This design comes from an exercise in tuning for small area on the open sky130 flow, not from production work.
Where RTL was checked, it was by simulation tests only, not by an equivalence proof against the original.
Only the layout flow was run in runs 5 and 6; the RTL was not checked for function there.
Power figures rest on the tool's default switching activity, not on a simulated workload.

File: design/flow/config.mk
export PLATFORM = sky130hd
export DESIGN_NAME = top
export DESIGN_NICKNAME = top
export VERILOG_FILES = /design/flow/design.v
export SDC_FILE = /design/flow/constraint.sdc
export NUM_CORES = 4
export LEC_CHECK = 0
export CAP_MARGIN = 20
export CORE_MARGIN = 2
export CORE_UTILIZATION = 40
export SLEW_MARGIN = 20
File: design/flow/constraint.sdc
create_clock -name core_clock -period 10.0 [get_ports {clk100mhz}]
set_input_delay 2.0000 -clock core_clock [delete_from_list [all_inputs] [get_ports {clk100mhz}]]
set_output_delay 2.0000 -clock core_clock [all_outputs]
set_load 0.01 [all_outputs]
File: design/flow/design.v
`timescale 1ns / 1ps
module top(
    input PS2_dat,
    input PS2_clk,
    input clk100mhz,
    input rst,
    input reset,
    output [7:0] anodes,
    output [7:0] cathodes
);
wire clk = clk100mhz;
reg [1:0] kc_s;
reg       kc_p;
reg [1:0] kd_s;
always @(posedge clk) begin
    if (rst) begin
        kc_s <= 2'b11;
        kc_p <= 1'b1;
    end
    else begin
        kc_s <= {kc_s[0], PS2_clk};
        kc_p <= kc_s[1];
    end
    kd_s <= {kd_s[0], PS2_dat};
end
wire fall = kc_p & ~kc_s[1];
reg [3:0] cnt;
reg       bad;
reg [7:0] kbuf;
wire ws = (cnt == 4'd0);
always @(posedge clk) begin
    if (rst) begin
        cnt <= 4'd0;
        bad <= 1'b1;
    end
    else if (fall) begin
        cnt <= (cnt == 4'd10) ? 4'd0 : cnt + 4'd1;
        if (ws)
            bad <= PS2_dat;
        else if (!bad && cnt == 4'd9)
            bad <= (~^kbuf) != kd_s[1];
        else if (!bad && cnt == 4'd10)
            bad <= ~PS2_dat;
    end
end
always @(posedge clk)
    if (fall && !bad && !ws && cnt <= 4'd8)
        kbuf <= {kd_s[1], kbuf[7:1]};
reg [3:0] nib;
reg       isdig;
always @(*) begin
    isdig = 1'b1;
    case (kbuf)
    8'h45: nib = 4'h0;
    8'h16: nib = 4'h1;
    8'h1E: nib = 4'h2;
    8'h26: nib = 4'h3;
    8'h25: nib = 4'h4;
    8'h2E: nib = 4'h5;
    8'h36: nib = 4'h6;
    8'h3D: nib = 4'h7;
    8'h3E: nib = 4'h8;
    8'h46: nib = 4'h9;
    8'h1C: nib = 4'hA;
    8'h32: nib = 4'hB;
    8'h21: nib = 4'hC;
    8'h23: nib = 4'hD;
    8'h24: nib = 4'hE;
    8'h2B: nib = 4'hF;
    default: begin nib = 4'hx; isdig = 1'b0; end
    endcase
end
wire isent = (kbuf == 8'h5A);
wire isF0  = (kbuf == 8'hF0);
reg [2:0] mst;
reg       rel;
always @(posedge clk) begin
    if (rst) begin
        mst <= 3'd0;
        rel <= 1'b0;
    end
    else case (mst)
    3'd0: if (ws) begin
        if (!bad) begin
            if (isF0)
                rel <= 1'b1;
            else if (rel)
                rel <= 1'b0;
        end
        mst <= (!bad && !isF0 && rel) ? 3'd1 : 3'd4;
    end
    3'd1: mst <= 3'd2;
    3'd2: mst <= ws ? 3'd4 : 3'd3;
    3'd3: mst <= ws ? 3'd4 : 3'd0;
    default: if (!ws) mst <= 3'd0;
    endcase
end
wire dig_now = (mst == 3'd1) & isdig;    
wire ent_now = (mst == 3'd1) & isent;
wire dig_1   = (mst == 3'd2) & isdig;    
wire dig_2   = (mst == 3'd3) & isdig;    
reg       ra, rb;
reg [8:0] streak;
reg       dout, den;
wire tmp = &streak;
always @(posedge clk) begin
    if (rst) begin
        ra <= 1'b0;
        rb <= 1'b0;
        streak <= 9'd0;
        dout <= 1'b0;
        den <= 1'b0;
    end
    else begin
        ra <= reset;
        rb <= ra;
        streak <= (rb == dout) ? 9'd0 : streak + 9'd1;
        den <= tmp & rb;
        if (tmp)
            dout <= rb;
    end
end
reg [31:0] D;
reg [3:0]  Dm;      
reg [15:0] U;
reg        Fd;      
reg        H;       
wire        fsm_ro;
wire [15:0] fsm_res;
wire dbl = H & ~Fd;              
wire e1  = dbl & dig_2;          
wire c1  = dbl & rb;             
wire [31:0] n1  = e1 ? {D[27:0], nib} : c1 ? 32'd0 : D;
wire [3:0]  m1  = e1 ? (Dm[3] ? Dm : Dm + 4'd1) : c1 ? 4'd0 : Dm;
wire [31:0] numb = dig_1 ? {n1[27:0], nib} : ra ? 32'd0 : n1;
wire [3:0]  mcnt = dig_1 ? (m1[3] ? m1 : m1 + 4'd1) : ra ? 4'd0 : m1;
always @(posedge clk) begin
    if (rst) begin
        D  <= 32'd0;
        Dm <= 4'd0;
        Fd <= 1'b0;
        H  <= 1'b0;
    end
    else begin
        H <= den & ~fsm_ro;
        if (fsm_ro)
            Fd <= 1'b1;
        else if (H)
            Fd <= 1'b0;
        if (fsm_ro || !(den && !Fd)) begin
            D  <= numb;
            Dm <= mcnt;
        end
    end
end
always @(posedge clk)
    if (fsm_ro && !Fd)
        U <= D[31:16];
localparam [3:0] S0 = 4'd0, S1 = 4'd1, S2 = 4'd2, S3 = 4'd3, S4 = 4'd4,
                 S5A = 4'd5, S5B = 4'd6, S6 = 4'd7, S0R = 4'd8, S0E = 4'd9,
                 S2F = 4'd10, S3F = 4'd11, S4F = 4'd12;
reg [3:0]  st;
reg        vs;      
reg [11:0] vm;      
wire [15:0] x = D[15:0];
wire xerr = x[15] ? ~&x[14:11] : (|x[14:12] | (x[11] & |x[10:0]));
wire [11:0] xm = x[15] ? (~x[11:0] + 12'd1) : x[11:0];
wire vnz  = |vm;
wire verr = vm[11] & |vm[10:0];
always @(posedge clk) begin
    if (rst)
        st <= S0;
    else if (den)
        st <= (st == S5B || st == S0E) ? S0E : (st == S0R) ? S0R : S0;
    else case (st)
    S0, S0R, S0E: st <= S1;
    S1: if (ent_now) begin
        st <= Fd ? S2F : S2;
        if (!Fd) begin
            vs <= x[15];
            vm <= {xm[11] | xerr, xm[10:1], xm[0] | xerr};
        end
    end
    S2: st <= vs ? S3 : S4;
    S3: st <= S4;
    S4: st <= verr ? S5A : S6;
    S2F: st <= vs ? S3F : S4F;
    S3F: st <= S4F;
    S4F: st <= vnz ? S5A : S6;
    S5A, S5B: st <= S5B;
    S6: st <= S0R;
    default: st <= S0;
    endcase
end
assign fsm_ro = (st == S0R);
wire fsm_err = (st == S5B) || (st == S0E);
reg [3:0] p;
integer i;
always @(*) begin
    p = 4'd0;
    for (i = 0; i < 12; i = i + 1)
        if (vm[i])
            p = i;
end
wire [11:0] vn = vm << (4'd11 - p);
assign fsm_res = vnz ? {vs, 5'd15 + {1'b0, p}, vn[10:1]} : 16'd0;
wire [31:0] shown = Fd ? {U, fsm_res} : D;
wire [3:0]  shown_m = Fd ? 4'd4 : Dm;
reg [9:0] dc;
always @(posedge clk)
    if (rst)
        dc <= 10'd0;
    else
        dc <= (dc == 10'd999) ? 10'd0 : dc + 10'd1;
wire tick = (dc == 10'd0);
reg [2:0] dg;
reg       blank;
reg [4:0] cc;       
reg [3:0] dn;
always @(*) begin
    case (dg)
    3'd0: dn = shown[3:0];
    3'd1: dn = shown[7:4];
    3'd2: dn = shown[11:8];
    3'd3: dn = shown[15:12];
    3'd4: dn = shown[19:16];
    3'd5: dn = shown[23:20];
    3'd6: dn = shown[27:24];
    default: dn = shown[31:28];
    endcase
end
always @(posedge clk) begin
    if (rst) begin
        dg <= 3'd0;
        blank <= 1'b1;
        cc <= 5'd31;
    end
    else if (tick) begin
        dg <= dg + 3'd1;
        if (!fsm_err) begin
            cc <= {1'b0, dn};
            blank <= ({1'b0, dg} >= shown_m);
        end
        else if (dg <= 3'd4) begin
            cc <= (dg == 3'd1) ? 5'd0 : (dg == 3'd4) ? 5'd14 : 5'd16;
            blank <= 1'b0;
        end
        else
            blank <= 1'b1;
    end
end
wire [2:0] lit = dg - 3'd1;
assign anodes = blank ? 8'hFF : ~(8'd1 << lit);
reg [6:0] seg;
always @(*) begin
    case (cc)
    5'd0:  seg = 7'b1000000;
    5'd1:  seg = 7'b1111001;
    5'd2:  seg = 7'b0100100;
    5'd3:  seg = 7'b0110000;
    5'd4:  seg = 7'b0011001;
    5'd5:  seg = 7'b0010010;
    5'd6:  seg = 7'b0000010;
    5'd7:  seg = 7'b1111000;
    5'd8:  seg = 7'b0000000;
    5'd9:  seg = 7'b0010000;
    5'd10: seg = 7'b0001000;
    5'd11: seg = 7'b0000011;
    5'd12: seg = 7'b1000110;
    5'd13: seg = 7'b0100001;
    5'd14: seg = 7'b0000110;
    5'd15: seg = 7'b0001110;
    5'd16: seg = 7'b1001100;
    default: seg = 7'b1111111;
    endcase
end
assign cathodes = {1'b1, seg};
endmodule
File: design/flow/run.sh
#!/bin/bash
# synth_recipe.tcl (not shown) runs the flow's synth.tcl, then flattens the netlist and writes it again
# the make line also repeats each setting of config.mk as NAME=value (left out here)
make -C /OpenROAD-flow-scripts/flow DESIGN_CONFIG=/design/flow/config.mk WORK_HOME=/design/flow/orfs CLKGATE_MAP_FILE= SYNTH_SCRIPT=/design/flow/synth_recipe.tcl finish
==> impl_results.md, run 1 <==
* Static leakage at 3.41 nW
* Final Critical Period at 4.77 ns
* Synth area leader: dfxtp_1
* Cell Pwr Density at 152 nW/um^2
* Aggregate global-route resource usage at 19.4%
* Die Area at 21900 sq um
* Die X at 148 um
* Top cells by area, synth: dfxtp_1 (23%), edfxtp_1 (13%), ha_1 (6.5%)
* FP Rows at 52
* Yosys reg bits at 132
* Min-Delay Path Depth at 0
* Final Setup Violations at 0
* Layout cells sized above 1 at 7.61%
* Worst Hold End: kd_s[1]
* Async SR Flop Fraction at 0%
* Clock Skew at 0.0115 ns
* Post-Route WL at 21100 um
* Mapped Avg Cell Area at 8.43 sq um
* Number of synthesized flops with an enable pin at 37
* Synth cell count leaders: nor2_1 (105), dfxtp_1 (95), nand2_1 (75)
* CTS Buf Count at 17
* DRC violations left at 0
* WL per Instance at 17.0 um
* Post-synthesis sequential area ratio at 36.4%
* I/O pin cnt at 21
* Layout Nets at 1008
* Antenna Cells at 0
* Ys flop type: dfxtp_1
* Hold_sp: kd_s[0]
* Crit path launch type: input port
* CTS root buffer: clkbuf_16
* Port-buffer cells at 19
* Post-route ant nets at 0
* TritonCTS Sinks at 132
* DRT iter0 DRCs at 581
* Crit Path Category: input port to flip-flop
* RSZ-0062 raised after global routing: no
* Mapped cell area at 8280 sq um
* Netlist cell types at 92
* Relative slew margins at 33.5%
* VDD IR max at 0.120 mV
* Status: timing/DRC/antenna clean
* Total negative slack at 0 ns
* Die H at 148 um
* Insertion delay to the later sink of the worst-skew pair at 0.42 ns
* Area grow syn2layout at 10.8%
* Fin. max-slew vios at 0
* Resize count post-CTS at 0
* Vias post-DR at 7241
* Hold buffers post-CTS at 0
* Via density at 5.83
* Maximum number of pins on one net before global-route repair at 57
* Synth Instances at 983
* Syn Nets at 1031
* Worst Path Arrival at 5.06 ns
* Core Box Area at 20300 sq um
* Final period util at 47.7%
* First-pass GRT wire length at 34200 um
* Worst Reg-to-Reg Cells at 14
* Worst Hold Class: flip-flop to flip-flop
* Crit end category: flip-flop
* DRT Pass-1 Iters at 5
* GRT overflow at 0
* Number of setup buffers added after CTS at 0
* Number of global-route vias before repair at 6599
* Clock Tree Buf Depth at 2
* Launch point of the worst reg-to-reg path: vm[9]
* Worst path required time at 10.29 ns
* Clock transition at the registers of the reported paths at 0.06 ns
* Initial antenna violation count at 0
* CTS tree: built
* Max-cap viol count at 0
* Post-DP HPWL at 14400 um
* Final GP Congestion at 0.909
* R2R Path End: seg[0]
* Final total power at 1.40 mW
* Fin. Hold Viols at 0
* Most common cell in the netlist: nor2_1
* Synth Warn # at 1
* Slew of the pin with the lowest slew margin at 0.998 ns
* Starting density of the core at 40.8%
* Fmax at 0.210 GHz
* Worst-path fanout max at 17
* Setup slack, reg-to-reg at 5.28 ns
* Area fraction of the dominant cell type after synthesis at 23.0%
* CTS H-tree depth at 4
report_power, final:
group / leakage, nW / internal [mW] / switching (mW) / total, mW
clock network: 0.287 / 0.368 / 0.238 / 0.606
registers: 1.11 / 0.568 / 0.0177 / 0.585
logic: 2.01 / 0.0799 / 0.125 / 0.205
total: 3.41 / 1.02 / 0.381 / 1.40
per-stage QoR:
step	area, sq um	setup slack [ns]	cells	hold slack (ns)	util (%)
floorplan	8280	5.63	983	0.310	-
global placement	8590	4.87	1211	0.313	42.3
detailed placement	8590	4.83	1211	0.321	42.3
CTS	9180	5.26	1243	0.330	45.2
global route	9180	4.95	1243	0.343	45.2
finish	9180	5.23	1243	0.328	45.2
cell usage in the layout, fill, tap and decap left out, types with 21 or more instances in the layout:
| cell type | instances |
|---|---|
| nor2_1 | 105 |
| dfxtp_1 | 95 |
| nand2_1 | 75 |
| a21oi_1 | 71 |
| o21ai_0 | 64 |
| ha_1 | 43 |
| edfxtp_1 | 37 |
| inv_1 | 37 |
| and3_1 | 37 |
| nand3_1 | 25 |
| o221ai_1 | 25 |
| nor3_1 | 21 |
flip-flops by register name, summed over array words and instances (netlist names), 4 cells and up:
register,cells
st,4
cnt,4
Dm,4
D,32
cc,5
seg,7
U,16
streak,9
kbuf,8
vm,12
dc,10
cell families after synthesis:
kind of cell / Yosys count / synth area share, %
simple gates: 353 / 21.4
compound gates: 296 / 24.8
flops: 132 / 36.4
buf+inv: 110 / 5.39
fa+ha+maj: 43 / 6.49
xor+xnor: 32 / 3.38
mux: 16 / 2.07
other cells: 1 / 0.0453
layer usage:
layer  GRT usage (%)  part of all wire, %  up-vias  wire length [um]
li1                -                    -     3586                 -
met2            30.3                   46      194              9600
met1            27.1                   48     3435             10100
met5               0                    0        -                 0
met4            6.57                  1.9        0               396
met3            3.49                  4.7       26               993
layout make-up:
cell class | instances | area (sq um)
repair buffers | 27 | 245
multi-input cells | 741 | 4840
inverters | 41 | 161
clock buffers | 23 | 520
flip-flops and latches | 132 | 3010
fillers | 2023 | 11100
clock inverters | 9 | 61.3
well taps | 270 | 338
worst max path at each step:
stage | start | end | slack [ns] | cells past startpoint
after floorplan | rst | seg[0] | 5.63 | 12
after global placement | rst | seg[0] | 4.87 | 12
after detailed placement | rst | seg[0] | 4.83 | 12
after CTS | rst | seg[0] | 5.26 | 12
after global routing | rst | seg[0] | 4.95 | 12
final | rst | seg[0] | 5.23 | 12
critical path: stages:
cell and delay (ns):
buf_2 0.15, inv_1 0.52, o2111ai_1 0.28, a311oi_1 0.28
o21ai_0 0.14, o31ai_2 0.48, inv_1 0.18, ha_1 0.25
and3_1 0.17, o2111a_1 0.14, a2111oi_1 0.34, o21ai_1 0.11
==> inputs of run 2 (changes only) <==
--- a/design/flow/design.v
+++ b/design/flow/design.v
@@ -90,7 +90,7 @@
         mst <= (!bad && !isF0 && rel) ? 3'd1 : 3'd4;
     end
     3'd1: mst <= 3'd2;
-    3'd2: mst <= ws ? 3'd4 : 3'd3;
+    3'd2: mst <= 3'd3;
     3'd3: mst <= ws ? 3'd4 : 3'd0;
     default: if (!ws) mst <= 3'd0;
     endcase
@@ -102,7 +102,7 @@
 reg       ra, rb;
 reg [8:0] streak;
 reg       dout, den;
-wire tmp = &streak;
+wire tmp = (streak == 9'h100);    
 always @(posedge clk) begin
     if (rst) begin
         ra <= 1'b0;
@@ -114,7 +114,7 @@
     else begin
         ra <= reset;
         rb <= ra;
-        streak <= (rb == dout) ? 9'd0 : streak + 9'd1;
+        streak <= (rb == dout) ? 9'd0 : {streak[7:0], streak[8] ^ streak[4] ^ ~|streak[7:0]};
         den <= tmp & rb;
         if (tmp)
             dout <= rb;
@@ -130,10 +130,12 @@
 wire dbl = H & ~Fd;              
 wire e1  = dbl & dig_2;          
 wire c1  = dbl & rb;             
-wire [31:0] n1  = e1 ? {D[27:0], nib} : c1 ? 32'd0 : D;
-wire [3:0]  m1  = e1 ? (Dm[3] ? Dm : Dm + 4'd1) : c1 ? 4'd0 : Dm;
-wire [31:0] numb = dig_1 ? {n1[27:0], nib} : ra ? 32'd0 : n1;
-wire [3:0]  mcnt = dig_1 ? (m1[3] ? m1 : m1 + 4'd1) : ra ? 4'd0 : m1;
+wire sh  = dig_1 | e1;                           
+wire zh  = (dig_1 & c1) | (e1 & ra) | (~sh & (ra | c1));    
+wire zl  = sh ? (e1 & ra) : (ra | c1);           
+wire [31:0] numb = {zh ? 28'd0 : (sh ? D[27:0] : D[31:4]),
+                    zl ? 4'd0 : (sh ? nib : D[3:0])};
+wire [3:0]  mcnt = (dig_1 & c1) ? 4'd1 : (zh ? 4'd0 : (sh ? (Dm[3] ? Dm : Dm + 4'd1) : Dm));
 always @(posedge clk) begin
     if (rst) begin
         D  <= 32'd0;
@@ -164,7 +166,14 @@
 reg [11:0] vm;      
 wire [15:0] x = D[15:0];
 wire xerr = x[15] ? ~&x[14:11] : (|x[14:12] | (x[11] & |x[10:0]));
-wire [11:0] xm = x[15] ? (~x[11:0] + 12'd1) : x[11:0];
+reg [11:0] lowor;
+integer k;
+always @(*) begin
+    lowor[0] = 1'b0;
+    for (k = 1; k < 12; k = k + 1)
+        lowor[k] = lowor[k-1] | x[k-1];
+end
+wire [11:0] xm = x[11:0] ^ ({12{x[15]}} & lowor);
 wire vnz  = |vm;
 wire verr = vm[11] & |vm[10:0];
 always @(posedge clk) begin
@@ -194,25 +203,25 @@
 end
 assign fsm_ro = (st == S0R);
 wire fsm_err = (st == S5B) || (st == S0E);
-reg [3:0] p;
-integer i;
-always @(*) begin
-    p = 4'd0;
-    for (i = 0; i < 12; i = i + 1)
-        if (vm[i])
-            p = i;
-end
-wire [11:0] vn = vm << (4'd11 - p);
-assign fsm_res = vnz ? {vs, 5'd15 + {1'b0, p}, vn[10:1]} : 16'd0;
+wire        z3 = ~|vm[11:4];
+wire [11:0] r1 = z3 ? {vm[3:0], 8'd0} : vm;
+wire        z2 = ~|r1[11:8];
+wire [11:0] r2 = z2 ? {r1[7:0], 4'd0} : r1;
+wire        z1 = ~|r2[11:10];
+wire [11:0] r3 = z1 ? {r2[9:0], 2'd0} : r2;
+wire        z0 = ~r3[11];
+wire [11:0] r4 = z0 ? {r3[10:0], 1'b0} : r3;
+wire [4:0]  ex = 5'd26 - {1'b0, z3, z2, z1, z0};
+assign fsm_res = vnz ? {vs, ex, r4[10:1]} : 16'd0;
 wire [31:0] shown = Fd ? {U, fsm_res} : D;
 wire [3:0]  shown_m = Fd ? 4'd4 : Dm;
 reg [9:0] dc;
+wire tick = (dc == 10'h238);
 always @(posedge clk)
     if (rst)
-        dc <= 10'd0;
+        dc <= 10'h238;
     else
-        dc <= (dc == 10'd999) ? 10'd0 : dc + 10'd1;
-wire tick = (dc == 10'd0);
+        dc <= {dc[8:0], dc[9] ^ dc[6] ^ tick};
 reg [2:0] dg;
 reg       blank;
 reg [4:0] cc;       
--- a/design/flow/config.mk
+++ b/design/flow/config.mk
@@ -8,4 +8,7 @@
 export CAP_MARGIN = 20
 export CORE_MARGIN = 2
 export CORE_UTILIZATION = 40
+export CTS_BUF_LIST = sky130_fd_sc_hd__clkbuf_4
+export CTS_CLUSTER_DIAMETER = 100
+export CTS_CLUSTER_SIZE = 30
 export SLEW_MARGIN = 20
==> run 2 against run 1 <==
Global-route usage decreased by 1.9 points; sequential share of layout area is 4.3 points higher; clock skew increased by 0.0047 ns; clock power fell by 43%; maximum frequency shrank 0.74%; critical path depth shrank 8; setup slack got worse by 0.036 ns; cell count is 16% lower; non-clock buffer count is 1 lower; via count down 18%; highest routed layer unchanged.
==> impl_results.md, run 2 <==
* Status: timing/DRC/antenna clean
* Resize count post-CTS at 0
* Layout Nets at 834
* Maximum number of pins on one net before global-route repair at 48
* Relative slew margins at 39.3%
* Crit end category: primary output
* Via density at 5.68
* Clock Tree Buf Depth at 2
* CTS root buffer: clkbuf_4
* Die X at 141 um
* R2R Path End: seg[3]
* Worst-path fanout max at 20
* Post-route ant nets at 0
* Hold buffers post-CTS at 0
* Net Switching at 258 uW
* Worst Path Arrival at 2.80 ns
* Fill count at 1835
* I/O pin cnt at 21
* Final GP Congestion at 0.841
* FP Rows at 50
* Synth area leader: dfxtp_1
* Launch point of the worst reg-to-reg path: dg[2]
* Crit Path Category: flip-flop to primary output
* Aggregate global-route resource usage at 17.5%
* Setup slack, reg-to-reg at 5.76 ns
* Max-cap viol count at 0
* Initial antenna violation count at 1
* RSZ-0062 raised after global routing: no
* DRT iter0 DRCs at 520
* Insertion delay to the later sink of the worst-skew pair at 0.56 ns
* Mapped cell area at 7530 sq um
* VDD IR max at 0.0863 mV
* Clock transition at the registers of the reported paths at 0.11 ns
* Commonest non-fill, non-tap cell in the layout: dfxtp_1
* Number of global-route vias before repair at 5503
* Clock power share at 34.6%
* Number of setup buffers added after CTS at 0
* Ys flop type: dfxtp_1
* Synth Instances at 801
* Static leakage at 3.04 nW
* Post-DP HPWL at 11900 um
* Final Setup Violations at 0
* Mapped Avg Cell Area at 9.40 sq um
* CTS H-tree depth at 4
* Area of the multi-input gates at 4190 sq um
* Die Area at 19900 sq um
* Vias post-DR at 5914
* Syn Nets at 841
* Area fraction of the dominant cell type after synthesis at 25.3%
* Synth cell count leaders: dfxtp_1 (95), nor2_1 (79), nand2_1 (51)
* Crit path launch type: flip-flop
* Async SR Flop Fraction at 0%
* Top cells by area, synth: dfxtp_1 (25%), edfxtp_1 (15%), ha_1 (5.8%)
* First-pass GRT wire length at 28300 um
* Fin. Hold Viols at 0
* Worst Hold Class: flip-flop to flip-flop
* Commonest non-fill, non-tap cells in the layout: dfxtp_1 (95), nor2_1 (78), nand2_1 (51)
* Fin. max-slew vios at 0
* Sequential cell area at 3010 sq um
* Synth Warn # at 1
* Largest register by flop count: D
* Final period util at 48.0%
* Setup crit end: anodes[7]
* Core Box Area at 18600 sq um
* Die H at 141 um
* CTS tree: built
* GRT overflow at 0
* Area grow syn2layout at 7.73%
* P_int at 735 uW
* Post-Route WL at 17000 um
* Combinational share of power at 8.6%
* DRC violations left at 0
* Clock Skew at 0.0163 ns
* Post-synthesis sequential area ratio at 40.0%
* CTS Buf Count at 17
* Net Sw Frac at 26.0%
* Yosys reg bits at 132
* Final total power at 993 uW
* Netlist cell types at 94
* TritonCTS Sinks at 132
* Number of synthesized flops with an enable pin at 37
* Most common cell in the netlist: dfxtp_1
* Slew of the pin with the lowest slew margin at 0.910 ns
* Port-buffer cells at 19
* DRT Pass-1 Iters at 5
* Worst path required time at 8.00 ns
* Biggest registers after layout: D: 32 flops, U: 16 flops, vm: 12 flops
* Layout cells sized above 1 at 10.5%
* Cell Pwr Density at 122 nW/um^2
* Worst setup startpoint: dg[2]
* Max reg flops at 32
* Worst Reg-to-Reg Cells at 11
* Total negative slack at 0 ns
* Starting density of the core at 40.5%
* Final Critical Period at 4.80 ns
* Fmax at 0.208 GHz
* Sequential share of power at 56.8%
* WL per Instance at 16.3 um
==> run 2: logic make-up after synthesis <==
kind of cell | count (synthesis) | synth area share [%]
flip-flops | 132 | 40.0
other | 1 | 0.0498
buffers and inverters | 81 | 4.75
multiplexers | 43 | 5.82
AND/OR/NAND/NOR | 290 | 21.0
XOR/XNOR | 22 | 2.56
adder cells (fa/ha/maj) | 35 | 5.82
AO/OA/AOI/OAI | 197 | 20.0
==> run 2: metrics by stage <==
stage               instance area [sq um]  std cells  hold WS [ns]  util (%)  setup slack [ns]
global route                         8110       1042         0.344      43.6              5.01
finish                               8110       1042         0.337      43.6              5.20
detailed placement                   7840       1009         0.315      42.2              5.00
floorplan                            7530        801         0.310         -              5.77
CTS                                  8110       1041         0.341      43.6              5.16
global placement                     7840       1009         0.312      42.2              5.11
==> run 2: how the worst min path moves through the flow <==
stage / start / end / cells after the start / slack (ns)
finish: kd_s[0] / kd_s[1] / 0 / 0.34
detailed placement: kd_s[0] / kd_s[1] / 0 / 0.31
floorplan: kd_s[0] / kd_s[1] / 0 / 0.31
CTS: kd_s[0] / kd_s[1] / 0 / 0.34
global route: kd_s[0] / kd_s[1] / 0 / 0.34
global placement: kd_s[0] / kd_s[1] / 0 / 0.31
==> run 2: critical path: stages, from the launching register on <==
cell and delay (ns):
dfxtp_1 0.79, inv_1 0.15, ha_1 0.37, or3b_2 0.45
clkdlybuf4s50_1 0.49
==> run 2: metal layers <==
metal	global-route usage, %	vias up	share of wire, %
li1	-	2956	-
met2	27.2	146	45
met4	4.95	0	1.1
met5	0	-	0
met3	3.70	23	4.4
met1	24.7	2789	49
==> run 2: power groups by stage <==
stage	clock, mW	sequential (mW)	combinational, mW
3_5_place_dp	0	0.577	0.0841
5_1_grt	0.377	0.566	0.0940
2_1_floorplan	0	0.573	0.0681
4_1_cts	0.357	0.564	0.0847
6_report	0.343	0.564	0.0851
3_3_place_gp	0	0.577	0.0841
==> run 2: area by class of cell <==
type	count	share of cell area [%]
Antenna cell	1	0.0309
Inverter	29	1.34
Tap cell	234	3.61
Timing Repair Buffer	26	2.93
Sequential cell	132	37.2
Clock buffer	17	1.57
Multi-Input combinational cell	588	51.6
Clock inverter	15	1.73
==> inputs of run 3 (changes only) <==
--- a/design/flow/config.mk
+++ b/design/flow/config.mk
@@ -8,7 +8,5 @@
 export CAP_MARGIN = 20
 export CORE_MARGIN = 2
 export CORE_UTILIZATION = 40
-export CTS_BUF_LIST = sky130_fd_sc_hd__clkbuf_4
-export CTS_CLUSTER_DIAMETER = 100
-export CTS_CLUSTER_SIZE = 30
+export CTS_BUF_LIST = sky130_fd_sc_hd__clkbuf_4 sky130_fd_sc_hd__clkbuf_8
 export SLEW_MARGIN = 20
==> run 3 against run 2 <==
Still clean on timing, DRC and antenna; combinational power hardly changed; sequential power hardly changed; total power is 9.8% higher; worst hold slack worse by 0.0072 ns; cell count hardly changed; count of clock-buffer cells in the layout is 1 higher; via count is 0.34% lower; cell area is 1.4% higher; die area stayed put; critical path type unchanged; critical endpoint unchanged.
==> impl_results.md, run 3 <==
* Worst Hold Class: flip-flop to flip-flop
* Fmax at 0.211 GHz
* Mapped cell area at 7530 sq um
* Area of the multi-input gates at 4190 sq um
* Crit end category: primary output
* VDD IR max at 0.0851 mV
* Yosys reg bits at 132
* Fin. max-slew vios at 0
* Synth Area in XOR/XNOR at 2.56%
* Ys flop type: dfxtp_1
* DRC violations left at 0
* Post-Place Cell Area at 7840 sq um
* Final Critical Period at 4.74 ns
* Max reg flops at 32
* Post-Synth Adder-Cell Area at 5.82%
* Static leakage at 3.09 nW
* Post-route insts no fill at 1041
* Initial antenna violation count at 0
* Core Box Area at 18600 sq um
* Final Setup Violations at 0
* Worst path required time at 8.00 ns
* Fin. Hold Viols at 0
* Number of synthesized flops with an enable pin at 37
* Final core occ at 44.3%
* FP Rows at 50
* Simple-gate share of the synthesized area at 21.0%
* Crit path launch type: flip-flop
* Die H at 141 um
* Setup slack, reg-to-reg at 5.78 ns
* Hold buffers post-CTS at 0
* Maximum number of pins on one net before global-route repair at 48
* Port-buffer cells at 19
* Worst Reg-to-Reg Cells at 11
* Largest register by flop count: D
* Worst-path fanout max at 20
* Mapped Avg Cell Area at 9.40 sq um
* Starting density of the core at 40.5%
* I/O pin cnt at 21
* R2R Path End: seg[3]
* Via density at 5.66
* Total negative slack at 0 ns
* Number of setup buffers added after CTS at 0
* Synth Warn # at 1
* CTS Buf Count at 17
* Status: timing/DRC/antenna clean
* Syn Nets at 841
* Synth area leader: dfxtp_1
* WL per Instance at 16.3 um
* Aggregate global-route resource usage at 17.6%
* Layout Nets at 834
* Post-synthesis sequential area ratio at 40.0%
* Post-DP HPWL at 11900 um
* Layout cells sized above 1 at 10.7%
* Synth Area in Compound Gates at 20.0%
* Clock Skew at 0.00998 ns
* Vias post-DR at 5894
* DRT iter0 DRCs at 581
* DRT Pass-1 Iters at 5
* CTS tree: built
* GRT overflow at 0
* Largest family of logic cells by synthesized area: simple AND/OR/NAND/NOR gates
* Slew of the pin with the lowest slew margin at 0.889 ns
* Top cells by area, synth: dfxtp_1 (25%), edfxtp_1 (15%), ha_1 (5.8%)
* Area fraction of the dominant cell type after synthesis at 25.3%
* Final period util at 47.4%
* Commonest non-fill, non-tap cell in the layout: dfxtp_1
* Launch point of the worst reg-to-reg path: dg[2]
* Resize count post-CTS at 0
* Die Area at 19900 sq um
* Max-cap viol count at 0
* Insertion delay to the later sink of the worst-skew pair at 0.45 ns
* Final instance area at 8220 sq um
* Post-route ant nets at 0
* RSZ-0062 raised after global routing: no
* Worst Path Arrival at 2.74 ns
* TritonCTS Sinks at 132
* CTS root buffer: clkbuf_8
* CTS H-tree depth at 4
* Final GP Congestion at 0.841
* Async SR Flop Fraction at 0%
* Biggest registers after layout: D: 32 flops, U: 16 flops, vm: 12 flops
* Die X at 141 um
* Cell Pwr Density at 132 nW/um^2
* Most common cell in the netlist: dfxtp_1
* Post-synthesis mux area share at 5.82%
* Commonest non-fill, non-tap cells in the layout: dfxtp_1 (95), nor2_1 (78), nand2_1 (51)
* Clock Tree Buf Depth at 2
* Crit Path Category: flip-flop to primary output
* Placed cell count at 1009
* Clock transition at the registers of the reported paths at 0.08 ns
* Relative slew margins at 40.7%
* Post-Route WL at 17000 um
* Hold_sp: kd_s[0]
* Worst Hold End: kd_s[1]
* Fill count at 1823
* Min-Delay Path Depth at 0
* Synth cell count leaders: dfxtp_1 (95), nor2_1 (79), nand2_1 (51)
* Synth Instances at 801
* Number of global-route vias before repair at 5525
* Sequential cell area at 3010 sq um
* First-pass GRT wire length at 28400 um
* Area grow syn2layout at 9.24%
* Final total power at 1.09 mW
* Netlist cell types at 94
* Antenna Cells at 0
## run 3: layer usage
| metal | vias up | GRT usage (%) | share of wire (%) |
|---|---|---|---|
| met5 | - | 0 | 0 |
| met4 | 0 | 6.42 | 1.6 |
| met3 | 23 | 3.09 | 3.4 |
| met2 | 122 | 27.1 | 45 |
| met1 | 2796 | 24.8 | 50 |
| li1 | 2953 | - | - |
## run 3: metrics by stage
step | hold slack (ns) | worst slack [ns]
global placement | 0.312 | 5.11
detailed placement | 0.315 | 5.00
floorplan | 0.310 | 5.77
global route | 0.334 | 5.15
finish | 0.329 | 5.26
CTS | 0.332 | 5.28
## run 3: how the worst max path moves through the flow
stage	startpoint	endpoint	slack, ns	cells after the start
detailed placement	rst	seg[3]	5.00	10
global placement	rst	seg[3]	5.11	10
global route	dg[2]	anodes[7]	5.15	4
floorplan	rst	seg[4]	5.77	11
CTS	dg[2]	anodes[7]	5.28	4
finish	dg[2]	anodes[7]	5.26	4
## run 3: kinds of logic after synthesis
logic type,after synthesis
fa+ha+maj,35
compound gates,197
simple gates,290
flops,132
xor+xnor,22
other cells,1
buf+inv,81
mux,43
## run 3: critical path, cell delays in order (launching register included)
cell and delay [ns]:
dfxtp_1 0.81, inv_1 0.15, ha_1 0.37, or3b_2 0.45, clkdlybuf4s50_1 0.49
## run 3: power breakdown
| part | internal (mW) | switching, mW | leakage (nW) |
|---|---|---|---|
| Clock | 0.225 | 0.215 | 0.187 |
| Sequential | 0.556 | 0.00825 | 1.11 |
| Combinational | 0.0342 | 0.0509 | 1.79 |
## run 3: area by class of cell
class | count | share of cell area, %
Clock buffer | 18 | 3.01
Clock inverter | 14 | 1.66
Inverter | 29 | 1.32
Multi-Input combinational cell | 588 | 50.9
Sequential cell | 132 | 36.6
Tap cell | 234 | 3.56
Timing Repair Buffer | 26 | 2.89
==> inputs of run 4 (changes only) <==
--- a/design/flow/config.mk
+++ b/design/flow/config.mk
@@ -8,5 +8,4 @@
 export CAP_MARGIN = 20
 export CORE_MARGIN = 2
 export CORE_UTILIZATION = 40
-export CTS_BUF_LIST = sky130_fd_sc_hd__clkbuf_4 sky130_fd_sc_hd__clkbuf_8
 export SLEW_MARGIN = 20
==> run 4 against run 3 <==
Largest power group is now the clock network; core utilization increased by 1.0 points; highest routed layer unchanged; worst hold slack got worse by 0.0036 ns; still clean; sequential power about the same; critical path type is now input port to flip-flop.
==> impl_results.md, run 4 <==
* Worst Reg-to-Reg Cells at 11
* Post-DP HPWL at 11900 um
* Slew of the pin with the lowest slew margin at 0.891 ns
* I/O pin cnt at 21
* Worst Hold Class: flip-flop to flip-flop
* Hold_sp: kd_s[0]
* Layout Nets at 834
* GRT overflow at 0
* DRT Pass-1 Iters at 7
* Setup slack, reg-to-reg at 5.74 ns
* Largest register by flop count: D
* Fin. max-slew vios at 0
* Ys flop type: dfxtp_1
* Crit end category: flip-flop
* Die H at 141 um
* Number of synthesized flops with an enable pin at 37
* Via density at 5.67
* Mapped cell area at 7530 sq um
* Netlist cell types at 94
* DRC violations left at 0
* Status: timing/DRC/antenna clean
* Hold buffers post-CTS at 0
* Vias post-DR at 5900
* Fin. Hold Viols at 0
* Post-synthesis sequential area ratio at 40.0%
* Syn Nets at 841
* Static leakage at 3.18 nW
* Worst path required time at 10.28 ns
* Initial antenna violation count at 0
* Commonest non-fill, non-tap cell in the layout: dfxtp_1
* Synth area leader: dfxtp_1
* FP Rows at 50
* Cell Pwr Density at 149 nW/um^2
* Yosys reg bits at 132
* Crit Path Category: input port to flip-flop
* Biggest registers after layout: D: 32 flops, U: 16 flops, vm: 12 flops
* VDD IR max at 0.0896 mV
* Aggregate global-route resource usage at 17.6%
* Number of global-route vias before repair at 5563
* CTS root buffer: clkbuf_16
* Max reg flops at 32
* Final period util at 46.9%
* Clock Tree Buf Depth at 2
* Uppermost metal layer occupied by signal nets: met4
* Top cells by area, synth: dfxtp_1 (25%), edfxtp_1 (15%), ha_1 (5.8%)
* Commonest non-fill, non-tap cells in the layout: dfxtp_1 (95), nor2_1 (78), nand2_1 (51)
* Number of setup buffers added after CTS at 0
* Die Area at 19900 sq um
* Final Critical Period at 4.69 ns
* Fmax at 0.213 GHz
* Met2 Wirelength at 7780 um
* WL met1 at 8530 um
* Port-buffer cells at 19
* DRT iter0 DRCs at 573
* Min-Delay Path Depth at 0
* Core Box Area at 18600 sq um
* Clock Skew at 0.0110 ns
* Relative slew margins at 40.5%
* Worst-path fanout max at 47
* First-pass GRT wire length at 28600 um
* Crit path launch type: input port
* Area fraction of the dominant cell type after synthesis at 25.3%
* Final GP Congestion at 0.841
* CTS H-tree depth at 4
* Starting density of the core at 40.5%
* Final Setup Violations at 0
* Final instance area at 8410 sq um
* TritonCTS Sinks at 132
* Post-Place Cell Area at 7840 sq um
* RSZ-0062 raised after global routing: no
* Synth Instances at 801
* Synth Warn # at 1
* Area grow syn2layout at 11.8%
* Antenna Cells at 0
* Total negative slack at 0 ns
* Max-cap viol count at 0
* Post-Route WL at 17100 um
* Maximum number of pins on one net before global-route repair at 48
* CTS Buf Count at 17
* Synth cell count leaders: dfxtp_1 (95), nor2_1 (79), nand2_1 (51)
* Launch point of the worst reg-to-reg path: dg[2]
* Async SR Flop Fraction at 0%
* R2R Path End: seg[3]
* Layout cells sized above 1 at 10.7%
* Met3 Routed Length at 575 um
* Post-route ant nets at 0
* Die X at 141 um
* Resize count post-CTS at 0
* Most common cell in the netlist: dfxtp_1
* Insertion delay to the later sink of the worst-skew pair at 0.42 ns
* CTS tree: built
* Worst Hold End: kd_s[1]
* Mapped Avg Cell Area at 9.40 sq um
* Clock transition at the registers of the reported paths at 0.06 ns
* WL per Instance at 16.4 um
* Worst Path Arrival at 4.97 ns
-- run 4: changes by cell type in the layout (fill, tap and decap cells not counted) --
| cell | previous run | this run |
|---|---|---|
| clkbuf_8 | 18 | 1 |
| clkbuf_16 | 0 | 17 |
-- run 4: cell families (layout without fill, tap and decap cells) --
kind of cell	count (synthesis)	in the layout	synth area share, %
and+or+nand+nor	290	290	21.0
DFF	132	132	40.0
muxes	43	43	5.82
AOI/OAI and AO/OA	197	197	20.0
adders and majority gates	35	35	5.82
xor gates and xnor gates	22	22	2.56
other	1	1	0.0498
buffers and inverters	81	87	4.75
-- run 4: report_power, final --
group          leakage [nW]  total [mW]  switching, mW  internal, mW
sequential             1.11       0.565        0.00827         0.557
clock                 0.275       0.607          0.236         0.370
combinational          1.79      0.0854         0.0512        0.0342
-- run 4: area by class of cell --
| cell class | count | area [sq um] |
|---|---|---|
| clock inverters | 14 | 136 |
| multi-input cells | 588 | 4190 |
| repair buffers | 26 | 238 |
| fillers | 1796 | 10200 |
| well taps | 234 | 293 |
| flip-flops and latches | 132 | 3010 |
| inverters | 29 | 109 |
| clock buffers | 18 | 439 |
-- run 4: through the flow --
stage	hold slack, ns	setup WS, ns	total power, mW	util [%]	std cells
after global routing	0.329	5.10	1.30	45.3	1041
after global placement	0.312	5.11	0.661	42.2	1009
after floorplan	0.310	5.77	0.641	-	801
after detailed placement	0.315	5.00	0.661	42.2	1009
final	0.326	5.31	1.26	45.3	1041
after CTS	0.328	5.34	1.27	45.3	1041
-- run 4: worst max path at each step --
stage	to	slack (ns)	from	cells past startpoint
finish	seg[3]	5.31	rst	10
detailed placement	seg[3]	5.00	rst	10
global route	seg[3]	5.10	rst	10
CTS	anodes[7]	5.34	dg[2]	4
global placement	seg[3]	5.11	rst	10
floorplan	seg[4]	5.77	rst	11
-- run 4: routing by layer --
layer  track usage [%]  vias to the layer above
met5                 0                        -
met4              4.84                        0
met3              3.29                       17
met2              27.7                      119
met1              24.8                     2810
li1                  -                     2954
-- run 4: critical path, stage by stage --
cell       delay [ns]
buf_2            0.09
buf_4            0.27
inv_1            0.34
nand3_1          0.15
a2111oi_0        0.49
o221ai_1         0.27
o21bai_1         0.67
inv_1            0.30
o211ai_1         0.25
o211ai_1         0.12
==> inputs of run 5 (changes only) <==
--- a/design/flow/design.v
+++ b/design/flow/design.v
@@ -130,16 +130,17 @@
 wire dbl = H & ~Fd;              
 wire e1  = dbl & dig_2;          
 wire c1  = dbl & rb;             
-wire sh  = dig_1 | e1;                           
-wire zh  = (dig_1 & c1) | (e1 & ra) | (~sh & (ra | c1));    
-wire zl  = sh ? (e1 & ra) : (ra | c1);           
+wire hold = den & ~Fd & ~fsm_ro;
+wire sh  = (dig_1 | e1) & ~hold;                            
+wire zh  = rst | (~hold & ((dig_1 & c1) | (e1 & ra) | (~(dig_1 | e1) & (ra | c1))));   
+wire zl  = rst | (~hold & ((dig_1 | e1) ? (e1 & ra) : (ra | c1)));                      
 wire [31:0] numb = {zh ? 28'd0 : (sh ? D[27:0] : D[31:4]),
                     zl ? 4'd0 : (sh ? nib : D[3:0])};
-wire [3:0]  mcnt = (dig_1 & c1) ? 4'd1 : (zh ? 4'd0 : (sh ? (Dm[3] ? Dm : Dm + 4'd1) : Dm));
-always @(posedge clk) begin
-    if (rst) begin
-        D  <= 32'd0;
-        Dm <= 4'd0;
+wire [3:0]  mcnt = (zh & ~zl) ? 4'd1 : (zh ? 4'd0 : (sh ? (Dm[3] ? Dm : Dm + 4'd1) : Dm));
+always @(posedge clk) begin
+    D  <= numb;
+    Dm <= mcnt;
+    if (rst) begin
         Fd <= 1'b0;
         H  <= 1'b0;
     end
@@ -149,10 +150,6 @@
             Fd <= 1'b1;
         else if (H)
             Fd <= 1'b0;
-        if (fsm_ro || !(den && !Fd)) begin
-            D  <= numb;
-            Dm <= mcnt;
-        end
     end
 end
 always @(posedge clk)
--- a/design/flow/config.mk
+++ b/design/flow/config.mk
@@ -7,5 +7,6 @@
 export LEC_CHECK = 0
 export CAP_MARGIN = 20
 export CORE_MARGIN = 2
-export CORE_UTILIZATION = 40
+export CORE_UTILIZATION = 65
+export CTS_BUF_LIST = sky130_fd_sc_hd__clkbuf_2 sky130_fd_sc_hd__clkbuf_4
 export SLEW_MARGIN = 20
==> run 5 against run 4 <==
Setup slack worse by 0.40 ns; maximum frequency fell by 7.9%; clock power shrank 34%; sequential cell count unchanged; synthesized cell count increased by 0.62%; critical path type unchanged.
==> impl_results.md, run 5 <==
* Clock Tree Buf Depth at 2
* Hold_sp: kd_s[0]
* Hold buffers post-CTS at 0
* WL per Instance at 17.6 um
* Cell family with most CP delay: compound AO/OA/AOI/OAI gates
* Final GP Congestion at 0.919
* Worst-path fanout max at 44
* Starting density of the core at 67.1%
* Area fraction of the dominant cell type after synthesis at 25.9%
* Synth area leader: dfxtp_1
* VDD IR max at 0.133 mV
* Syn Nets at 846
* Number of global-route vias before repair at 5707
* Insertion delay to the later sink of the worst-skew pair at 0.55 ns
* WHS at 0.339 ns
* CTS tree: built
* Max stage delay on crit path at 0.83 ns
* Crit Path Category: input port to flip-flop
* Static leakage at 3.04 nW
* Clock transition at the registers of the reported paths at 0.12 ns
* First-pass GRT wire length at 27500 um
* Worst Path Arrival at 5.49 ns
* Layout cells sized above 1 at 8.78%
* Clock Skew at 0.0206 ns
* Fmax at 0.196 GHz
* Critical-path cell list: clkdlybuf4s50_1 -> buf_4 -> a21oi_1 -> o221ai_1 -> a221oi_1 -> o21ai_0 -> o31ai_1 -> inv_1 -> ha_1 -> or3_1 -> a31oi_1 -> a21oi_1
* Post-Route WL at 16700 um
* GRT overflow at 0
* Max reg flops at 32
* Most common cell in the netlist: dfxtp_1
* DRT iter0 DRCs at 675
* I/O pin cnt at 21
* Crit end category: flip-flop
* Via density at 6.42
* Core Box Area at 10900 sq um
* Maximum number of pins on one net before global-route repair at 45
* Mapped Avg Cell Area at 9.11 sq um
* Worst setup startpoint: rst
* Top cells by area, synth: dfxtp_1 (26%), edfxtp_1 (15%), ha_1 (6.0%)
* Cell with the largest stage delay on the worst path: o31ai_1
* Worst path required time at 10.40 ns
* Total negative slack at 0 ns
* Layout Nets at 836
* Aggregate global-route resource usage at 29.4%
* Async SR Flop Fraction at 0%
* Die H at 110 um
* Status: timing/DRC/antenna clean
* Synth Warn # at 1
* Final Setup Violations at 0
* Number of setup buffers added after CTS at 0
* Largest register by flop count: D
* Worst Hold Class: flip-flop to flip-flop
* DRT Pass-1 Iters at 5
* Biggest registers after layout: D: 32 flops, U: 16 flops, vm: 12 flops
* Max-cap viol count at 0
* Final core occ at 71.9%
* Netlist cell types at 82
* CTS root buffer: clkbuf_4
* CP most frequent cell: a21oi_1
* Commonest non-fill, non-tap cells in the layout: dfxtp_1 (95), nor2_1 (91), nand2_1 (56)
* TritonCTS Sinks at 132
* Ys flop type: dfxtp_1
* Fin. max-slew vios at 0
* Die X at 110 um
* Final Critical Period at 5.09 ns
* DRC violations left at 0
* Resize count post-CTS at 0
* Antenna Cells at 0
* Synth Instances at 806
* Initial antenna violation count at 0
* Synth cell count leaders: dfxtp_1 (95), nor2_1 (91), nand2_1 (56)
* Vias post-DR at 6092
* RSZ-0062 raised after global routing: no
* FP Rows at 38
* Number of synthesized flops with an enable pin at 37
* Final total power at 1.04 mW
* Post-route ant nets at 0
* CP Buf/Inv Count at 3
* CTS H-tree depth at 4
* Mapped cell area at 7340 sq um
* Post-DP HPWL at 11800 um
* Post-synthesis sequential area ratio at 41.0%
* Area grow syn2layout at 7.18%
* Fin. Hold Viols at 0
* Relative slew margins at 31.0%
* Yosys reg bits at 132
* CTS Buf Count at 17
* Launch point of the worst reg-to-reg path: dg[2]
* Fill count at 869
* Crit path launch type: input port
* Port-buffer cells at 19
* Cell Pwr Density at 132 nW/um^2
* Slew of the pin with the lowest slew margin at 1.03 ns
* Final period util at 50.9%
* Die Area at 12200 sq um
* Commonest non-fill, non-tap cell in the layout: dfxtp_1
-- run 5: cell types whose count changed in the layout (fill, tap and decap cells not counted), moves of 6 or more --
| cell | delta |
|---|---|
| o2111ai_1 | -8 |
| nor2_1 | +13 |
| a22oi_1 | +6 |
| clkbuf_16 | -17 |
| clkbuf_4 | +19 |
| a21oi_1 | +8 |
| o211ai_1 | -6 |
-- run 5: final cells by class --
type,instances,area (sq um),share of cell area [%]
sequential,132,3010,38.3
timing repair buffer,24,228,2.89
clock inverter,13,181,2.31
multi-input combinational,593,4020,51.1
tap,140,175,2.23
clock buffer,19,143,1.81
inverter,28,108,1.37
-- run 5: cell families after synthesis --
logic type,count (synthesis),synth area share [%]
simple gates,303,21.5
compound gates,185,18.0
flops,132,41.0
buf+inv,81,4.33
mux,43,5.95
fa+ha+maj,36,6.10
xor+xnor,25,2.98
other cells,1,0.0511
-- run 5: worst register-to-register path, cell delays in order (launching register included) --
cell and delay [ns]:
dfxtp_1 0.84, inv_1 0.19, ha_1 0.38, a221o_1 0.36
a21oi_1 0.21, o221ai_1 0.18, a221oi_1 0.26, o21ai_0 0.13
o31ai_1 0.83, inv_1 0.23, ha_1 0.33, or3_1 0.42
a31oi_1 0.18, a21oi_1 0.06
-- run 5: where the power goes --
part           internal, mW  switching [mW]  leakage, nW  total (mW)
combinational        0.0292          0.0413         1.80      0.0705
clock                 0.204           0.199        0.172       0.402
sequential            0.556         0.00905         1.08       0.565
-- run 5: per-layer routing --
layer / vias up / share of wire, % / GRT usage [%]
li1: 2923 / - / -
met1: 2891 / 43 / 37.1
met2: 225 / 48 / 48.4
met3: 53 / 6.2 / 7.17
met4: 0 / 2.8 / 12.1
met5: - / 0 / 0
-- run 5: worst paths after layout --
kind                            endpoint  slack, ns  depth (start not counted)
worst min register to register   kd_s[1]       0.34                          0
worst max register to register    seg[4]       5.29                         13
worst min-delay path             kd_s[1]       0.34                          0
worst max-delay path              seg[4]       4.91                         12
-- run 5: stage by stage --
step	instance area [sq um]	instances	setup WS, ns
after floorplan	7340	806	5.44
after global placement	7540	917	4.62
after detailed placement	7540	917	4.41
after CTS	7870	949	4.98
after global routing	7870	949	4.68
final	7870	949	4.91
==> inputs of run 6 (changes only) <==
--- a/design/flow/config.mk
+++ b/design/flow/config.mk
@@ -8,5 +8,5 @@
 export CAP_MARGIN = 20
 export CORE_MARGIN = 2
 export CORE_UTILIZATION = 65
-export CTS_BUF_LIST = sky130_fd_sc_hd__clkbuf_2 sky130_fd_sc_hd__clkbuf_4
+export CTS_BUF_LIST = sky130_fd_sc_hd__clkbuf_4
 export SLEW_MARGIN = 20
==> run 6 against run 5 <==
Cell area unchanged; combinational power is essentially flat; worst hold slack did not move; synthesized cell count did not move; register-to-register slack about the same; die area unchanged; cell count stayed put; non-clock buffer count unchanged; critical path type unchanged; critical endpoint unchanged; largest power group unchanged.
==> impl_results.md, run 6 <==
* Status: timing/DRC/antenna clean
* Final total power at 1.04 mW
* RSZ-0062 raised after global routing: no
* CTS tree: built
* I/O pin cnt at 21
* Die Area at 12200 sq um
* Mapped cell area at 7340 sq um
* Resize count post-CTS at 0
* Cell with the largest stage delay on the worst path: o31ai_1
* Launch point of the worst reg-to-reg path: dg[2]
* Post-route ant nets at 0
* Fin. Hold Viols at 0
* Final Setup Violations at 0
* Met1 usage at 37.1%
* Number of synthesized flops with an enable pin at 37
* R2R Path End: seg[4]
* Post-DP HPWL at 11800 um
* Top Usage Layer GRT: met2
* Cell Pwr Density at 132 nW/um^2
* Yosys reg bits at 132
* Netlist cell types at 82
* Mapped Avg Cell Area at 9.11 sq um
* VDD IR max at 0.133 mV
* Worst Hold Class: flip-flop to flip-flop
* Largest register by flop count: D
* Core Box Area at 10900 sq um
* CTS Buf Count at 17
* Met2 Resource Use GR at 48.4%
* Post-Synth Adder-Cell Area at 6.10%
* Worst-path fanout max at 44
* Maximum number of pins on one net before global-route repair at 45
* Worst Hold End: kd_s[1]
* Die X at 110 um
* Worst Path Arrival at 5.49 ns
* Synth Area in XOR/XNOR at 2.98%
* Final GP Congestion at 0.919
* Syn Nets at 846
* Biggest registers after layout: D: 32 flops, U: 16 flops, vm: 12 flops
* Synth area leader: dfxtp_1
* Simple-gate share of the synthesized area at 21.5%
* Area grow syn2layout at 7.18%
* Most common cell in the netlist: dfxtp_1
* Setup slack, reg-to-reg at 5.29 ns
* Relative slew margins at 31.0%
* Max stage delay on crit path at 0.83 ns
* Starting density of the core at 67.1%
* Commonest non-fill, non-tap cells in the layout: dfxtp_1 (95), nor2_1 (91), nand2_1 (56)
* Slew of the pin with the lowest slew margin at 1.03 ns
* WL per Instance at 17.6 um
* Worst Reg-to-Reg Cells at 13
* Fin. max-slew vios at 0
* GRT overflow at 0
* Via density at 6.42
* Cell family with most CP delay: compound AO/OA/AOI/OAI gates
* Clock Skew at 0.0206 ns
* Post-synthesis mux area share at 5.95%
* Crit end category: flip-flop
* Hold buffers post-CTS at 0
* Area fraction of the dominant cell type after synthesis at 25.9%
* Max-cap viol count at 0
* TritonCTS Sinks at 132
* Crit Path Category: input port to flip-flop
* Critical-path cell list: clkdlybuf4s50_1 -> buf_4 -> a21oi_1 -> o221ai_1 -> a221oi_1 -> o21ai_0 -> o31ai_1 -> inv_1 -> ha_1 -> or3_1 -> a31oi_1 -> a21oi_1
* Layout Nets at 836
* Hold_sp: kd_s[0]
* Ys flop type: dfxtp_1
* Static leakage at 3.04 nW
* Min-Delay Path Depth at 0
* Synth Instances at 806
* Port-buffer cells at 19
* DRC violations left at 0
* Clock Tree Buf Depth at 2
* Synth Area in Compound Gates at 18.0%
* Max reg flops at 32
* Insertion delay to the later sink of the worst-skew pair at 0.55 ns
* Async SR Flop Fraction at 0%
* DRT iter0 DRCs at 675
* Die H at 110 um
* Number of setup buffers added after CTS at 0
* Synth Warn # at 1
* Post-Route WL at 16700 um
* CP Buf/Inv Count at 3
* Aggregate global-route resource usage at 29.4%
* Largest family of logic cells by synthesized area: simple AND/OR/NAND/NOR gates
* Final Critical Period at 5.09 ns
* First-pass GRT wire length at 27500 um
* Initial antenna violation count at 0
* CTS H-tree depth at 4
* Number of global-route vias before repair at 5707
* Fmax at 0.196 GHz
* Antenna Cells at 0
* Synth cell count leaders: dfxtp_1 (95), nor2_1 (91), nand2_1 (56)
* Total negative slack at 0 ns
* FP Rows at 38
* CTS root buffer: clkbuf_4
* CP most frequent cell: a21oi_1
* Vias post-DR at 6092
* Top cells by area, synth: dfxtp_1 (26%), edfxtp_1 (15%), ha_1 (6.0%)
* Crit path launch type: input port
* DRT Pass-1 Iters at 5
* Post-synthesis sequential area ratio at 41.0%
* Met3 Usage GRT at 7.17%
* Final period util at 50.9%
* Commonest non-fill, non-tap cell in the layout: dfxtp_1
* Layout cells sized above 1 at 8.78%
* Worst path required time at 10.40 ns
* Clock transition at the registers of the reported paths at 0.12 ns
-- run 6: cell counts in the layout (fill, tap and decap cells not counted) --
Identical to the previous run, type by type.
-- run 6: area by class of cell --
| class | instances | area (sq um) |
|---|---|---|
| clock inverter | 13 | 181 |
| tap | 140 | 175 |
| timing repair buffer | 24 | 228 |
| fill | 869 | 3070 |
| multi-input combinational | 593 | 4020 |
| inverter | 28 | 108 |
| clock buffer | 19 | 143 |
| sequential | 132 | 3010 |
-- run 6: per-stage QoR --
stage,cell area (sq um),util (%),hold WS [ns],setup WS (ns),std cells
after detailed placement,7540,69.0,0.314,4.41,917
after global routing,7870,71.9,0.359,4.68,949
after CTS,7870,71.9,0.342,4.98,949
after global placement,7540,69.0,0.313,4.62,917
final,7870,71.9,0.339,4.91,949
after floorplan,7340,-,0.310,5.44,806
-- run 6: routing by layer --
| layer | share of wire [%] | vias up |
|---|---|---|
| met2 | 48 | 225 |
| met4 | 2.8 | 0 |
| met3 | 6.2 | 53 |
| met1 | 43 | 2891 |
| li1 | - | 2923 |
| met5 | 0 | - |
-- run 6: cell families (layout without fill, tap and decap cells) --
family / count (synthesis) / count (layout)
xor gates and xnor gates: 25 / 25
buffers and inverters: 81 / 84
adders and majority gates: 36 / 36
muxes: 43 / 43
AOI/OAI and AO/OA: 185 / 185
DFF: 132 / 132
other: 1 / 1
and+or+nand+nor: 303 / 303
-- run 6: worst max-delay path by stage --
stage                     start     end  slack (ns)  cells after the start
final                       rst  seg[4]        4.91                     12
after global routing        rst  seg[4]        4.68                     12
after CTS                   rst  seg[4]        4.98                     12
after detailed placement    rst  seg[4]        4.41                     12
after global placement      rst  seg[4]        4.62                     12
after floorplan             rst  seg[4]        5.44                     11
-- run 6: power by group --
part           leakage [nW]  internal [mW]  total [mW]  switching [mW]
Clock                 0.172          0.204       0.402           0.199
Combinational          1.80         0.0292      0.0705          0.0413
Sequential             1.08          0.556       0.565         0.00905
-- run 6: worst reg2reg max path: stages (launching register included) --
cell and delay, ns:
dfxtp_1 0.84, inv_1 0.19, ha_1 0.38, a221o_1 0.36, a21oi_1 0.21, o221ai_1 0.18
a221oi_1 0.26, o21ai_0 0.13, o31ai_1 0.83, inv_1 0.23, ha_1 0.33, or3_1 0.42
a31oi_1 0.18, a21oi_1 0.06
==> inputs of run 7 (changes only) <==
--- a/design/flow/design.v
+++ b/design/flow/design.v
@@ -13,14 +13,11 @@
 reg       kc_p;
 reg [1:0] kd_s;
 always @(posedge clk) begin
-    if (rst) begin
+    if (rst)
         kc_s <= 2'b11;
-        kc_p <= 1'b1;
-    end
-    else begin
+    else
         kc_s <= {kc_s[0], PS2_clk};
-        kc_p <= kc_s[1];
-    end
+    kc_p <= kc_s[1];    
     kd_s <= {kd_s[0], PS2_dat};
 end
 wire fall = kc_p & ~kc_s[1];
@@ -200,16 +197,17 @@
 end
 assign fsm_ro = (st == S0R);
 wire fsm_err = (st == S5B) || (st == S0E);
-wire        z3 = ~|vm[11:4];
-wire [11:0] r1 = z3 ? {vm[3:0], 8'd0} : vm;
-wire        z2 = ~|r1[11:8];
-wire [11:0] r2 = z2 ? {r1[7:0], 4'd0} : r1;
-wire        z1 = ~|r2[11:10];
-wire [11:0] r3 = z1 ? {r2[9:0], 2'd0} : r2;
-wire        z0 = ~r3[11];
-wire [11:0] r4 = z0 ? {r3[10:0], 1'b0} : r3;
-wire [4:0]  ex = 5'd26 - {1'b0, z3, z2, z1, z0};
-assign fsm_res = vnz ? {vs, ex, r4[10:1]} : 16'd0;
+wire [10:0] na = vm[10:0];
+wire        z3 = ~|na[10:3];
+wire [10:0] r1 = {na[10:8] | ({3{z3}} & na[2:0]), na[7:3], na[2:0] & {3{~z3}}};
+wire        z2 = ~|r1[10:7];
+wire [10:0] r2 = {r1[10:7] | ({4{z2}} & r1[6:3]), z2 ? r1[2:0] : r1[6:4], r1[3] & ~z2, r1[2:0] & {3{~z2}}};
+wire        z1 = ~|r2[10:9];
+wire [10:0] r3 = z1 ? {r2[8:0], 2'd0} : r2;
+wire        z0 = ~r3[10];
+wire [10:0] r4 = z0 ? {r3[9:0], 1'b0} : r3;
+wire [4:0]  ex = 5'd25 - {1'b0, z3, z2, z1, z0};
+assign fsm_res = vm[11] ? {vs, 5'd26, 10'd0} : (|na) ? {vs, ex, r4[9:0]} : 16'd0;
 wire [31:0] shown = Fd ? {U, fsm_res} : D;
 wire [3:0]  shown_m = Fd ? 4'd4 : Dm;
 reg [9:0] dc;
@@ -277,7 +275,8 @@
     5'd14: seg = 7'b0000110;
     5'd15: seg = 7'b0001110;
     5'd16: seg = 7'b1001100;
-    default: seg = 7'b1111111;
+    5'd31: seg = 7'b1111111;
+    default: seg = 7'bxxxxxxx;
     endcase
 end
 assign cathodes = {1'b1, seg};
==> design/flow/config.mk (replaced) <==
export PLATFORM = sky130hd
export DESIGN_NAME = top
export DESIGN_NICKNAME = top
export VERILOG_FILES = /design/flow/design.v
export SDC_FILE = /design/flow/constraint.sdc
export NUM_CORES = 4
export LEC_CHECK = 0
export ABC_AREA = 1
export CAP_MARGIN = 20
export CORE_MARGIN = 2
export CORE_UTILIZATION = 60
export CTS_BUF_LIST = sky130_fd_sc_hd__clkbuf_8
export SLEW_MARGIN = 20
==> run 7 against run 6 <==
Core utilization shrank 3.2 points; via count is 0.51% higher; total power is 11% higher; count of clock-buffer cells in the layout is 3 higher; highest routed layer unchanged.
==> impl_results.md, run 7 <==
* Area of the multi-input gates at 3590 sq um
* Combinational share of power at 7.6%
* Post-route ant nets at 0
* Met3 Routed Length at 731 um
* Status: timing/DRC/antenna clean
* Number of global-route vias before repair at 5926
* Commonest non-fill, non-tap cells in the layout: nand2_1 (213), inv_1 (127), dfxtp_1 (95)
* Fin. Hold Viols at 0
* Placed cell count at 1075
* Die Area at 12900 sq um
* CTS Buf Count at 17
* CTS H-tree depth at 4
* Final WS setup at 5.52 ns
* Slew of the pin with the lowest slew margin at 1.02 ns
* Setup slack, reg-to-reg at 6.19 ns
* Yosys reg bits at 132
* Hold_sp: kd_s[0]
* I/O pin cnt at 21
* Syn Nets at 974
* Post-synthesis sequential area ratio at 41.9%
* WL met1 at 7230 um
* Netlist cell types at 56
* Synth area leader: dfxtp_1
* Area fraction of the dominant cell type after synthesis at 26.5%
* Final Critical Period at 4.48 ns
* Vias post-DR at 6123
* RSZ-0062 raised after global routing: no
* DRC violations left at 0
* Starting density of the core at 62.1%
* Synth cell count leaders: nand2_1 (213), inv_1 (126), dfxtp_1 (95)
* Mapped cell area at 7190 sq um
* TritonCTS Sinks at 132
* Post-Route WL at 16300 um
* Setup slack after placement at 5.58 ns
* Async SR Flop Fraction at 0%
* VDD IR max at 0.120 mV
* Post-DP HPWL at 12000 um
* Core Box Area at 11600 sq um
* DRT iter0 DRCs at 498
* FP Rows at 39
* Biggest registers after layout: D: 32 flops, U: 16 flops, vm: 12 flops
* DRT Pass-1 Iters at 5
* Cell Pwr Density at 145 nW/um^2
* Clock transition at the registers of the reported paths at 0.07 ns
* Fin. max-slew vios at 0
* Worst Hold End: kd_s[1]
* Relative slew margins at 32.0%
* Top cells by area, synth: dfxtp_1 (26%), edfxtp_1 (15%), nand2_1 (11%)
* Worst-path fanout max at 14
* Hold buffers post-CTS at 0
* Net Switching at 267 uW
* Crit Path Category: flip-flop to primary output
* Sequential share of power at 49.0%
* First-pass GRT wire length at 27800 um
* Initial antenna violation count at 0
* Sequential cell area at 3010 sq um
* Via density at 5.53
* Synth Instances at 933
* Maximum number of pins on one net before global-route repair at 37
* Max reg flops at 32
* Final period util at 44.8%
* Die X at 113 um
* Number of setup buffers added after CTS at 0
* P_int at 890 uW
* CTS root buffer: clkbuf_8
* Insertion delay to the later sink of the worst-skew pair at 0.45 ns
* Final Setup Violations at 0
* Uppermost metal layer occupied by signal nets: met4
* Clock power share at 43.4%
* Layout cells sized above 1 at 8.61%
* WL per Instance at 14.7 um
* Max-cap viol count at 0
* GRT overflow at 0
* Net Sw Frac at 23.1%
* Static leakage at 3.41 nW
* Port-buffer cells at 19
* Die H at 113 um
* Number of synthesized flops with an enable pin at 37
* CTS tree: built
* Crit path launch type: flip-flop
* Aggregate global-route resource usage at 26.9%
* Largest register by flop count: D
* Layout Nets at 993
* Ys flop type: dfxtp_1
* Mapped Avg Cell Area at 7.70 sq um
* Area grow syn2layout at 10.6%
* Clock Skew at 0.0150 ns
* R2R Path End: seg[3]
* Antenna Cells at 0
* Synth Warn # at 1
* Worst Hold Class: flip-flop to flip-flop
* Resize count post-CTS at 0
* Launch point of the worst reg-to-reg path: Fd
* Fill count at 1004
* Worst path required time at 8.00 ns
* Total negative slack at 0 ns
* Final GP Congestion at 0.871
* Min-Delay Path Depth at 0
* Crit end category: primary output
* Worst Path Arrival at 2.48 ns
* Met2 Wirelength at 8080 um
* Post-route insts no fill at 1107
* Worst Reg-to-Reg Cells at 14
* Fmax at 0.223 GHz
* Most common cell in the netlist: nand2_1
* Commonest non-fill, non-tap cell in the layout: nand2_1
* Clock Tree Buf Depth at 2
run 7: power by group through the flow:
| stage | sequential, mW | clock (mW) | combinational (mW) |
|---|---|---|---|
| floorplan | 0.577 | 0 | 0.0630 |
| global placement | 0.578 | 0 | 0.0836 |
| detailed placement | 0.578 | 0 | 0.0857 |
| CTS | 0.566 | 0.509 | 0.0863 |
| global route | 0.568 | 0.529 | 0.0985 |
| finish | 0.567 | 0.502 | 0.0877 |
run 7: kinds of logic (layout without fill, tap and decap cells):
| logic type | count (synthesis) | count (layout) | synth area share (%) |
|---|---|---|---|
| adder cells (fa/ha/maj) | 36 | 36 | 6.27 |
| other | 1 | 1 | 0.0522 |
| AND/OR/NAND/NOR | 453 | 453 | 29.6 |
| XOR/XNOR | 19 | 19 | 2.32 |
| AO/OA/AOI/OAI | 139 | 139 | 11.6 |
| buffers and inverters | 153 | 184 | 8.20 |
| flip-flops | 132 | 132 | 41.9 |
run 7: metal layers:
layer	vias to the layer above	GRT usage, %
met5	-	0
met4	0	10.4
met3	26	5.42
met2	177	45.9
met1	2829	33.6
li1	3091	-
run 7: metrics by stage:
stage	cell area [sq um]	total power, mW	util, %	hold slack [ns]
floorplan	7190	0.640	-	0.310
global route	7950	1.19	68.7	0.342
CTS	7950	1.16	68.7	0.339
detailed placement	7490	0.664	64.8	0.314
global placement	7490	0.662	64.8	0.319
finish	7950	1.16	68.7	0.344
run 7: area by class of cell:
| cell class | count | share of cell area [%] |
|---|---|---|
| multi-input cells | 648 | 45.2 |
| repair buffers | 23 | 2.74 |
| inverters | 130 | 6.23 |
| clock inverters | 9 | 1.87 |
| flip-flops and latches | 132 | 37.9 |
| well taps | 143 | 2.25 |
| clock buffers | 22 | 3.81 |
run 7: worst max-delay path by stage:
stage,endpoint,start,cells past startpoint,slack (ns)
2_1_floorplan,vm[0],rst,4,6.15
3_3_place_gp,vm[6],rst,5,5.64
3_5_place_dp,vm[4],rst,5,5.58
4_1_cts,anodes[5],dg[2],5,5.51
5_1_grt,anodes[5],dg[2],5,5.32
6_report,anodes[5],dg[2],5,5.52
run 7: worst max-delay path, stage by stage, from the launching register on:
cell and delay, ns:
dfxtp_1 0.66, inv_1 0.23, ha_1 0.42, inv_1 0.10, nand3_1 0.09, clkdlybuf4s50_1 0.54

==> what the ideal ports hide <==
The results above use ideal ports. As a check the final layouts listed here were re-extracted and re-timed, cells and wires unchanged.
Step 1 (the two cells are an assumption about what drives the block):
set clk [get_ports {clk100mhz}]
set_driving_cell -lib_cell sky130_fd_sc_hd__clkbuf_16 $clk
set_driving_cell -lib_cell sky130_fd_sc_hd__buf_2 [delete_from_list [all_inputs] $clk]
Step 2 adds t to the input delays and takes it off the output delays; t is the mean of the earliest and latest rising clock arrival at the registers after step 1. Input paths then give back, and output paths get back, about the clock's delay inside the block.
Three values: ideal, step 1, step 2; two values: the first two.
run | shift t [ns] | slack for setup (ns) | worst setup path after step 2
run 1 | 0.460 | 5.234 / 5.255 / 4.795 | input to register
run 2 | 0.583 | 5.198 / 5.161 / 4.928 | input to register
run 3 | 0.486 | 5.265 / 5.228 / 4.945 | input to register
run 4 | 0.455 | 5.311 / 5.289 / 4.878 | input to register
run 5 | 0.580 | 4.909 / 4.923 / 4.343 | input to register
run 6 | 0.580 | 4.909 / 4.923 / 4.343 | input to register
run 7 | 0.473 | 5.520 / 5.485 / 5.584 | input to register
After both steps every run listed still meets setup and hold.
